This is an optimization exercise on Yosys and OpenROAD, whose aim is small area, a short achievable clock period and few clock cycles, not a production implementation.
The flow treats the clock pin as an ideal source. Dropping or thinning the clock tree relies on that and would not hold on a real chip.
Power figures rest on the tool's default switching activity, not on a simulated workload.

## ni_apb_bridge
module ni_apb_bridge (
    input         clk,
    input         resetn,
    input  [15:0] i_flit,
    input         enable,
    output [15:0] o_flit,
    output        ready,
    output        valid_out,
    input  [31:0] prdata,
    input         pready,
    input         pslverr,
    output [13:0] paddr,
    output        psel,
    output        penable,
    output        pwrite,
    output [31:0] pwdata
);
  localparam [2:0] RX_IDLE = 3'b000, RX_B0 = 3'b001, RX_B1 = 3'b011, RX_B2 = 3'b010,
                   RX_B3 = 3'b110, RX_TL = 3'b111;
  localparam [2:0] BT_HD = 3'b000, BT_F1 = 3'b001, BT_F2 = 3'b011, BT_F3 = 3'b010,
                   BT_TL = 3'b110;
  reg [15:0] h_q, t_q, o_q;    
  reg [31:0] pw_q;             
  reg        e_q;              
  reg        rdy_q, psel_q, pen_q, vld_q;
  reg [2:0]  rx_q;
  reg        infl_q;           
  reg        pend_q;           
  reg [2:0]  bt_q;
  wire take   = rdy_q & enable;
  wire xend   = pen_q & pready;
  wire ofree  = ~vld_q | (bt_q == BT_TL);
  wire start  = (xend | pend_q) & ofree;
  wire [31:0] rd_perm = {prdata[1:0], prdata[31:18], prdata[17:2]};
  ...
Size: ~120 I/O pins.
==> module ni_apb_bridge, before the edit <==
module ni_apb_bridge (
    input         clk,
    input         resetn,
    input  [15:0] i_flit,
    input         enable,
    output [15:0] o_flit,
    output        ready,
    output        valid_out,
    input  [31:0] prdata,
    input         pready,
    input         pslverr,
    output [13:0] paddr,
    output        psel,
    output        penable,
    output        pwrite,
    output [31:0] pwdata
);
  localparam [2:0] RX_IDLE = 3'b000, RX_B0 = 3'b001, RX_B1 = 3'b011, RX_B2 = 3'b010,
                   RX_B3 = 3'b110, RX_TL = 3'b111;
  localparam [2:0] BT_HD = 3'b000, BT_F1 = 3'b001, BT_F2 = 3'b011, BT_F3 = 3'b010,
                   BT_TL = 3'b110;
  reg [15:0] h_q, t_q, o_q;    
  reg [31:0] pw_q;             
  reg        e_q;              
  reg        rdy_q, psel_q, pen_q, vld_q;
  reg [2:0]  rx_q;
  reg        infl_q;           
  reg        pend_q;           
  reg [2:0]  bt_q;
  wire take   = rdy_q & enable;
  wire xend   = pen_q & pready;
  wire ofree  = ~vld_q | (bt_q == BT_TL);
  wire start  = (xend | pend_q) & ofree;
  wire [31:0] rd_perm = {prdata[1:0], prdata[31:18], prdata[17:2]};
  wire sel0 = (rx_q == RX_B0);
  wire sel1 = (rx_q == RX_B1);
  wire sel2 = (rx_q == RX_B2) & ~pen_q;
  wire [31:0] pw_d = {sel2 ? i_flit[2:1]  : rd_perm[31:30],
                      sel1 ? i_flit[15:1] : rd_perm[29:15],
                      sel0 ? i_flit[15:1] : rd_perm[14:0]};
  wire ld0 = xend | sel0;
  wire ld1 = xend | sel1;
  wire ld2 = xend | (rx_q == RX_B2);
  always @(posedge clk) begin
    if (!resetn) begin
      rdy_q  <= 1'b1;
      rx_q   <= RX_IDLE;
      infl_q <= 1'b0;
      psel_q <= 1'b0;
      pen_q  <= 1'b0;
      pend_q <= 1'b0;
      vld_q  <= 1'b0;
    end else begin
      case (rx_q)
        RX_IDLE: if (take) rx_q <= RX_B0;
        RX_B0:   rx_q <= RX_B1;
        RX_B1:   rx_q <= RX_B2;
        RX_B2:   rx_q <= RX_B3;
        RX_B3:   rx_q <= RX_TL;
        default: rx_q <= RX_IDLE;
      endcase
      if (take) infl_q <= 1'b1;
      else if (start) infl_q <= 1'b0;
      rdy_q <= ~take & (rx_q == RX_IDLE || rx_q == RX_TL) & (~infl_q | start);
      if ((rx_q == RX_B0 && !i_flit[1]) || (rx_q == RX_B2 && pw_q[0])) psel_q <= 1'b1;
      else if (xend) psel_q <= 1'b0;
      pen_q  <= psel_q & ~xend;
      pend_q <= (xend | pend_q) & ~start;
      if (start) vld_q <= 1'b1;
      else if (bt_q == BT_TL) vld_q <= 1'b0;
    end
  end
  always @(posedge clk) begin
    if (rdy_q) h_q <= i_flit;
    if (rx_q == RX_TL) t_q <= i_flit;
    if (ld0) pw_q[14:0]  <= pw_d[14:0];
    if (ld1) pw_q[29:15] <= pw_d[29:15];
    if (ld2) pw_q[31:30] <= pw_d[31:30];
    if (pen_q) e_q <= pslverr;
    if (ofree) begin
      o_q  <= h_q;
      bt_q <= BT_HD;
    end else begin
      case (bt_q)
        BT_HD:   begin o_q <= {2'b00, pw_q[29:16]};      bt_q <= BT_F1; end
        BT_F1:   begin o_q <= pw_q[15:0];                bt_q <= BT_F2; end
        BT_F2:   begin o_q <= {pw_q[31:30], e_q, 13'b0}; bt_q <= BT_F3; end
        default: begin o_q <= t_q;                       bt_q <= BT_TL; end
      endcase
    end
  end
  assign ready     = rdy_q;
  assign valid_out = vld_q;
  assign o_flit    = o_q;
  assign psel      = psel_q;
  assign penable   = pen_q;
  assign paddr     = pw_q[14:1];
  assign pwrite    = pw_q[0];
  assign pwdata    = pw_q;
endmodule
export LEC_CHECK = 0
export CAP_MARGIN = 20
export CORE_MARGIN = 2
export CORE_UTILIZATION = 50
export PLACE_DENSITY = 0.8
export SETUP_SLACK_MARGIN = 3.2
export SLEW_MARGIN = 20
create_clock -name core_clock -period 5.0 [get_ports {clk}]
standard.sh (not shown) runs the stock make flow with config.mk's settings and CLKGATE_MAP_FILE= SYNTH_SCRIPT=/design/flow/synth_recipe.tcl, a recipe that flattens the netlist after the stock synthesis.
==> flow/flow/run.sh <==
#!/bin/bash
# The standard layout, except:
#  - the port buffers are sky130_fd_sc_hd__buf_1 (buffer_ports otherwise
#    picks clkdlybuf4s50_1, a slow delay cell);
#  - the clock tree is four clkbuf_16 fed from the clock port, each driving
#    a quarter of the flip-flops (see mantree.tcl), in place of TritonCTS's
#    two-level H-tree.
set -euo pipefail
export BUFFER_PORTS_ARGS="-buffer_cell sky130_fd_sc_hd__buf_1"
export PRE_CTS_TCL="$PWD/flow/pre_cts.tcl"
bash standard.sh finish > standard_flow.log 2>&1
==> flow/flow/mantree.tcl <==
# Clock tree of NB clkbuf_16 buffers, each driving a slice of the flip-flops
# (sorted by x), all fed straight from the clock port.
proc manual_clock_tree { nb } {
  set block [ord::get_db_block]
  set clknet [$block findNet clk]
  set master [[ord::get_db] findMaster sky130_fd_sc_hd__clkbuf_16]
  set sinks {}
  foreach it [$clknet getITerms] {
    set inst [$it getInst]
    set bb [$inst getBBox]
    lappend sinks [list [expr {([$bb xMin] + [$bb xMax]) / 2}] [expr {([$bb yMin] + [$bb yMax]) / 2}] $it]
  }
  set sinks [lsort -integer -index 0 $sinks]
  set n [llength $sinks]
  for {set b 0} {$b < $nb} {incr b} {
    set lo [expr {$b * $n / $nb}]
    set hi [expr {($b + 1) * $n / $nb - 1}]
    set grp [lrange $sinks $lo $hi]
    set sx 0; set sy 0
    foreach s $grp { incr sx [lindex $s 0]; incr sy [lindex $s 1] }
    set cx [expr {$sx / [llength $grp]}]
    set cy [expr {$sy / [llength $grp]}]
    set inst [odb::dbInst_create $block $master clkman_$b]
    set net [odb::dbNet_create $block clkman_net_$b]
    $net setSigType CLOCK
    [$inst findITerm A] connect $clknet
    [$inst findITerm X] connect $net
    foreach s $grp {
      set it [lindex $s 2]
      $it disconnect
      $it connect $net
    }
    $inst setLocation $cx $cy
    $inst setPlacementStatus PLACED
  }
}
==> flow/flow/pre_cts.tcl <==
# Sourced by ORFS's cts.tcl before clock tree synthesis (PRE_CTS_TCL): build
# the clock tree by hand instead, as a few clkbuf_16 fed from the clock port.
source [file join [file dirname [info script]] mantree.tcl]
rename clock_tree_synthesis orfs_clock_tree_synthesis
proc clock_tree_synthesis { args } {
  manual_clock_tree 4
  set_propagated_clock [all_clocks]
}
The starting point ran to the end with no violations.
Next try:
==> flow/design.v (replaced) <==
module ni_apb_bridge (
    input         clk,
    input         resetn,
    input  [15:0] i_flit,
    input         enable,
    output [15:0] o_flit,
    output        ready,
    output        valid_out,
    input  [31:0] prdata,
    input         pready,
    input         pslverr,
    output [13:0] paddr,
    output        psel,
    output        penable,
    output        pwrite,
    output [31:0] pwdata
);
  localparam [2:0] RX_IDLE = 3'b000, RX_B0 = 3'b001, RX_B1 = 3'b011, RX_B2 = 3'b010,
                   RX_B3 = 3'b110, RX_TL = 3'b111;
  reg [15:0] h_q, t_q, o_q;    
  reg [31:0] pw_q;             
  reg        e_q;              
  reg        rdy_q, psel_q, pen_q, vld_q;
  reg [2:0]  rx_q;
  reg        infl_q;           
  reg        pend_q;           
  reg [4:0]  bt_q;             
  wire take   = rdy_q & enable;
  wire xend   = pen_q & pready;
  wire ofree  = ~vld_q | bt_q[4];
  wire start  = (xend | pend_q) & ofree;
  wire [31:0] rd_perm = {prdata[1:0], prdata[31:18], prdata[17:2]};
  wire [31:0] wr_flit = {i_flit[2:1], i_flit[15:1], i_flit[15:1]};
  wire rx_b01 = ~rx_q[2] & rx_q[0];    
  wire [31:0] pw_d = {(rx_q == RX_B2 && !pen_q) ? wr_flit[31:30] : rd_perm[31:30],
                      rx_b01 ? wr_flit[29:0] : rd_perm[29:0]};
  wire ld0 = xend | (rx_q == RX_B0);
  wire ld1 = xend | (rx_q == RX_B1);
  wire ld2 = xend | (rx_q == RX_B2);
  always @(posedge clk) begin
    if (!resetn) begin
      rdy_q  <= 1'b1;
      rx_q   <= RX_IDLE;
      infl_q <= 1'b0;
      psel_q <= 1'b0;
      pen_q  <= 1'b0;
      pend_q <= 1'b0;
      vld_q  <= 1'b0;
    end else begin
      case (rx_q)
        RX_IDLE: if (take) rx_q <= RX_B0;
        RX_B0:   rx_q <= RX_B1;
        RX_B1:   rx_q <= RX_B2;
        RX_B2:   rx_q <= RX_B3;
        RX_B3:   rx_q <= RX_TL;
        default: rx_q <= RX_IDLE;
      endcase
      if (take) infl_q <= 1'b1;
      else if (start) infl_q <= 1'b0;
      rdy_q <= ~take & (rx_q == RX_IDLE || rx_q == RX_TL) & (~infl_q | start);
      if ((rx_q == RX_B0 && !i_flit[1]) || (rx_q == RX_B2 && pw_q[0])) psel_q <= 1'b1;
      else if (xend) psel_q <= 1'b0;
      pen_q  <= psel_q & ~xend;
      pend_q <= (xend | pend_q) & ~start;
      if (start) vld_q <= 1'b1;
      else if (bt_q[4]) vld_q <= 1'b0;
    end
  end
  always @(posedge clk) begin
    if (rdy_q) h_q <= i_flit;
    if (rx_q == RX_TL) t_q <= i_flit;
    if (ld0) pw_q[14:0]  <= pw_d[14:0];
    if (ld1) pw_q[29:15] <= pw_d[29:15];
    if (ld2) pw_q[31:30] <= pw_d[31:30];
    if (pen_q) e_q <= pslverr;
    if (ofree) begin
      o_q  <= h_q;
      bt_q <= 5'b00001;
    end else begin
      bt_q <= {bt_q[3:0], 1'b0};
      o_q  <= ({16{bt_q[0]}} & {2'b00, pw_q[29:16]})
            | ({16{bt_q[1]}} & pw_q[15:0])
            | ({16{bt_q[2]}} & {pw_q[31:30], e_q, 13'b0})
            | ({16{bt_q[3]}} & t_q);
    end
  end
  assign ready     = rdy_q;
  assign valid_out = vld_q;
  assign o_flit    = o_q;
  assign psel      = psel_q;
  assign penable   = pen_q;
  assign paddr     = pw_q[14:1];
  assign pwrite    = pw_q[0];
  assign pwdata    = pw_q;
endmodule
The changed run passed the timing, DRC and antenna checks.
Power increases by 1.1%.
Wire length decreases by 3.2%.
Final area decreases by 8.2%.
Global-route usage increases by 1.1 points.
Area after synthesis decreases by 9.5%.
Utilization increases by 1.6 points.
Setup slack degrades by 0.054 ns.
Register-to-register slack degrades by 0.05 ns.
Clock skew increases by 0.0066 ns.
First-iteration DRC count increases by 75%.
Combinational power decreases by about 5%.
Critical path depth is unchanged.
Die area decreases by 9.1%.
No functional check of the RTL was part of any run of this note. In every run of this note, the design's own scripts or RTL, not TritonCTS, make the clock network.

==> what the ideal ports hide <==
How much do the figures lean on ideal ports? The routed layouts below were timed once more, with nothing changed but the port constraints.
Step 1 sets driving cells, clkbuf_16 on the clock port and buf_2 on the other inputs (assumed; they add their load-dependent delay and slew).
Step 2 moves the port delays by t, midway between the first and last clock arrival at a register: inputs arrive t later, outputs are due t later. That takes back most of the time a late clock gives input paths.
Three values: ideal ports, drivers, drivers and shift; two values: the first two.
run | shift t [ns] | setup slack, ns | slew at the worst register clock pin (ns) | cell pins on the clock port's net
the first run | 0.220 | 3.233 / 3.166 / 3.155 | 0.09 / 0.09 | 4
the second run | 0.228 | 3.179 / 3.107 / 3.083 | 0.10 / 0.10 | 4
After both steps every run listed still meets setup and hold. For the second run, which loses most, drivers alone change the setup slack by -0.072 ns; drivers and shift together by -0.096 ns.
